This is an optimization exercise on Yosys and OpenROAD, whose aim is small area, a short achievable clock period and few clock cycles per item, not a production implementation.
In this exercise RTL edits were held to simulation tests only and were not proved equivalent to the original.

Setup of rev 12:
==> flow/design.v (excerpt) <==
module alu (
    input wire clk_i,
    input wire rst_i,
    input wire [3:0] alu_op_i,
    input wire [1:0] alu_section_i,
    input wire [31:0] alu_num1_i,
    input wire [31:0] alu_num2_i,
    output wire [31:0] alu_result_o,
    output wire [31:0] alu_add_result_o,
    input wire alu_valid_i,
    output wire alu_busy_o
);
    wire [ 3:0] op = alu_op_i;
    wire [31:0] a  = alu_num1_i;
    wire [31:0] b  = alu_num2_i;
    function [31:0] neg32;
        input [31:0] x;
        reg [31:0] t;
        begin
            t = x;
            t = t | (t << 1);
            t = t | (t << 2);
            t = t | (t << 4);
            t = t | (t << 8);
            t = t | (t << 16);
            neg32 = x ^ {t[30:0], 1'b0};
        end
    endfunction
    alu_adder adder (.a(a), .b(b), .s(alu_add_result_o));
    localparam S_IDLE = 2'd0, S_RUN = 2'd1, S_DONE = 2'd2;
    reg [1:0]  state;
    reg [3:0]  cnt;
    reg [63:0] p;
    reg [31:0] breg;        
    reg        bsgn;        
    reg        neg_res;
    reg        hi;          
    reg        mswap;       
    reg        msgn;        
    reg [2:0]  nbits;       
    wire start  = alu_valid_i && alu_section_i == 2'b01;
    wire is_div = op[2];
    wire idle   = state == S_IDLE;
    wire az     = a == 32'd0;
    wire dz     = b == 32'd0;
    wire sg    = ~op[0];                
    wire neg_n = sg & a[31];
    wire neg_d = sg & b[31];
    wire        qzero, qz_fast;
    wire [3:0]  dch;
    wire [31:0] nabs, rem_init, quo_init;
    wire [2:0]  first_bits;
    integer c;
    function [31:0] ds_smear_lo;
        input [31:0] x;
        reg [31:0] t;
        begin
            t = x;
            t = t | (t << 1);
            t = t | (t << 2);
            t = t | (t << 4);
            t = t | (t << 8);
            t = t | (t << 16);
            ds_smear_lo = t;
        end
    endfunction
    wire [31:0] ds_lo_or = ds_smear_lo(a);
    assign nabs = neg_n ? (a ^ {ds_lo_or[30:0], 1'b0}) : a;
    wire [31:0] ds_xd = neg_d ? ~b : b;
  ...
export LEC_CHECK = 0
export CAP_MARGIN = 20
export CORE_MARGIN = 2
export CORE_UTILIZATION = 50
export GPL_TIMING_DRIVEN = 0
export SETUP_SLACK_MARGIN = 1.8
export SLEW_MARGIN = 20
create_clock -name core_clock -period 11.0 [get_ports {clk_i}]
standard.sh (not shown) runs the stock make flow with config.mk's settings and CLKGATE_MAP_FILE= SYNTH_SCRIPT=/design/flow/synth_recipe.tcl, a recipe that flattens the netlist after the stock synthesis.
==> flow/flow/run.sh <==
#!/bin/bash
# Layout: the standard flow (standard.sh), with two changes:
#  * the buffers that the flow puts on every input and output port are buf_4
#    cells instead of the default choice, the slow delay cell clkdlybuf4s50_1;
#  * the buffers that synthesis (abc) inserted are removed at floorplan
#    (REMOVE_ABC_BUFFERS), so that placement-aware repair buffers the nets.
# The full output of the flow goes to standard_flow.log in the work folder;
# ORFS's own per-step logs are under orfs/logs/.
set -euo pipefail
cd "$(dirname "$0")/.."
export BUFFER_PORTS_ARGS="-buffer_cell sky130_fd_sc_hd__buf_4"
export REMOVE_ABC_BUFFERS=1
bash standard.sh > standard_flow.log 2>&1
Testbench counts of rev 12, summed over its fixed seeds: cycles 39,917, ops 16,000.
Modified inputs, rev 13 compared to rev 12
--- a/flow/design.v
+++ b/flow/design.v
@@ -270,75 +270,62 @@
     wire [63:0] m_r5 = 64'hfffffeac00000000;
     wire [63:0] m_s1a = m_r0 ^ m_r1 ^ m_r2;
     wire [63:0] m_c1a = {((m_r0 & m_r1) | (m_r0 & m_r2) | (m_r1 & m_r2)), 1'b0};
     wire [63:0] m_s1b = m_r3 ^ m_r4 ^ m_r5;
     wire [63:0] m_c1b = {((m_r3 & m_r4) | (m_r3 & m_r5) | (m_r4 & m_r5)), 1'b0};
     wire [63:0] m_s2  = m_s1a ^ m_c1a ^ m_s1b;
     wire [63:0] m_c2  = {((m_s1a & m_c1a) | (m_s1a & m_s1b) | (m_c1a & m_s1b)), 1'b0};
     wire [63:0] m_s3  = m_s2 ^ m_c2 ^ m_c1b;
     wire [63:0] m_c3  = {((m_s2 & m_c2) | (m_s2 & m_c1b) | (m_c2 & m_c1b)), 1'b0};
     assign mul_next = m_s3 + m_c3;
-    reg        cvalid;
-    reg        csg;
-    reg [31:0] ca;
-    wire hit = is_div & cvalid & (csg == sg) & (ca == a) & ((bsgn ? breg : ~breg) == b);
-    wire early = is_div ? (dz | qz_fast | hit) : (az | dz);    
+    wire early = is_div ? (dz | qz_fast) : (az | dz);    
     wire fin1  = is_div & qzero;                
     always @(posedge clk_i)
-        if (rst_i) begin
-            state  <= S_IDLE;
-            cvalid <= 1'b0;
-        end else case (state)
-            S_IDLE: if (start && !hit) begin
-                if (!early) state <= fin1 ? S_DONE : S_RUN;
-                cvalid <= is_div & ~early;
-            end
+        if (rst_i) state <= S_IDLE;
+        else case (state)
+            S_IDLE: if (start && !early) state <= fin1 ? S_DONE : S_RUN;
             S_RUN:  if (cnt == 4'd0) state <= S_DONE;
             default: state <= S_IDLE;
         endcase
     always @(posedge clk_i)
         case (state)
-            S_IDLE: if (start && !hit) begin
+            S_IDLE: if (start) begin
                 if (is_div) begin
                     cnt     <= dch;
                     nbits   <= first_bits;
                     breg    <= neg_d ? b : ~b;    
                     bsgn    <= neg_d;
                     neg_res <= op[1] ? neg_n : (neg_n ^ neg_d);
                     hi      <= op[1];
-                    ca      <= a;
-                    csg     <= sg;
                     p       <= qzero ? {nabs, 32'd0} : {rem_init, quo_init};
                 end else begin
                     cnt     <= {1'b0, ngroups} - 4'd1;
                     breg    <= swap_now ? a : b;
                     bsgn    <= swap_now ? ea : eb;
                     mswap   <= swap_now;
                     msgn    <= swap_now ? eb : ea;
                     neg_res <= 1'b0;
                     hi      <= op[1] | op[0];
                     p       <= 64'd0;
                 end
             end
             S_RUN: begin
                 cnt <= cnt - 4'd1;
                 nbits <= nbits_next;
                 p   <= is_div ? {rem_next, quo_next[31:0]} : mul_next;
             end
             default: ;
         endcase
-    wire        sel_hi = idle ? op[1] : hi;
-    wire        sel_neg = idle ? (op[1] ? neg_n : (neg_n ^ neg_d)) : neg_res;
-    wire [31:0] md_raw = sel_hi ? p[63:32] : p[31:0];
-    wire [31:0] md_run = sel_neg ? neg32(md_raw) : md_raw;
+    wire [31:0] md_raw = hi ? p[63:32] : p[31:0];
+    wire [31:0] md_run = neg_res ? neg32(md_raw) : md_raw;
     wire [31:0] md_early = is_div ? (op[1] ? a : {32{dz}}) : 32'd0;
-    wire [31:0] md_res = (idle & ~hit) ? md_early : md_run;
+    wire [31:0] md_res = idle ? md_early : md_run;
     assign alu_busy_o = idle ? (start & ~early) : (state != S_DONE);
     alu_integer integer_unit (
         .sec   (alu_section_i),
         .op    (op),
         .a     (a),
         .b     (b),
         .add   (alu_add_result_o),
         .md_res(md_res),
         .dz    (dz),
         .result(alu_result_o)
--- outcome ---
Fmax, rev 13 and rev 12: larger value in rev 13. Comparing rev 13 and rev 12, the lower signed area change from the synthesized netlist to the final layout is on rev 12. In terms of utilization, rev 12 and rev 13 differ only marginally. Global-route track usage on met3 ended up 4.2 points higher on rev 13 than on rev 12. Delta (rev 13 minus rev 12): area of the die shows a reduction of 5.7%; total stage count of the critical path shows no meaningful change; routed wire length shows a reduction of about 7%. Sum of met3 wire segment lengths after detailed routing: rev 13 and rev 12 compared, lower one is rev 12. Comparing rev 13 with rev 12, the layout multi-input combinational cell count came out essentially unchanged. Looking at worst hold slack, rev 13 sits 0.15 ns above rev 12. Largest incremental delay on the critical path in rev 13 is 0.11 ns below rev 12.
Testbench counts of rev 13, summed over its fixed seeds: cycles 42,835, ops 16,000.

port drivers added, routing unchanged:
The flow's constraints put no driver on any port. The routed layouts listed below were extracted and timed again, unchanged, in two steps.
Step 1: set_driving_cell puts a clkbuf_16 on clk_i and a buf_2 on each other input, an assumption about the parent block.
Step 2, shift: input delay + t, output delay - t, t = (earliest + latest rising clock arrival at the registers) / 2. This alone moves slack from input paths to output paths.
a / b / c = ideal / step 1 / step 2; a / b = the first two.
| run | shift t [ns] | slack for setup (ns) | hold WS [ns] | slew at the worst register clock pin (ns) | worst slew at a driven data input, ns |
|---|---|---|---|---|---|
| rev 12 | 0.566 | 1.664 / 1.627 / 1.365 | 0.525 / 0.525 / 0.525 | 0.08 / 0.08 | 0.22 |
| rev 13 | 0.446 | 1.753 / 1.699 / 1.354 | 0.677 / 0.677 / 0.677 | 0.10 / 0.10 | 0.07 |
After both steps every run listed still meets setup and hold. The setup slack of rev 13, which loses most, moves by -0.054 ns with the drivers and by -0.399 ns with both steps.
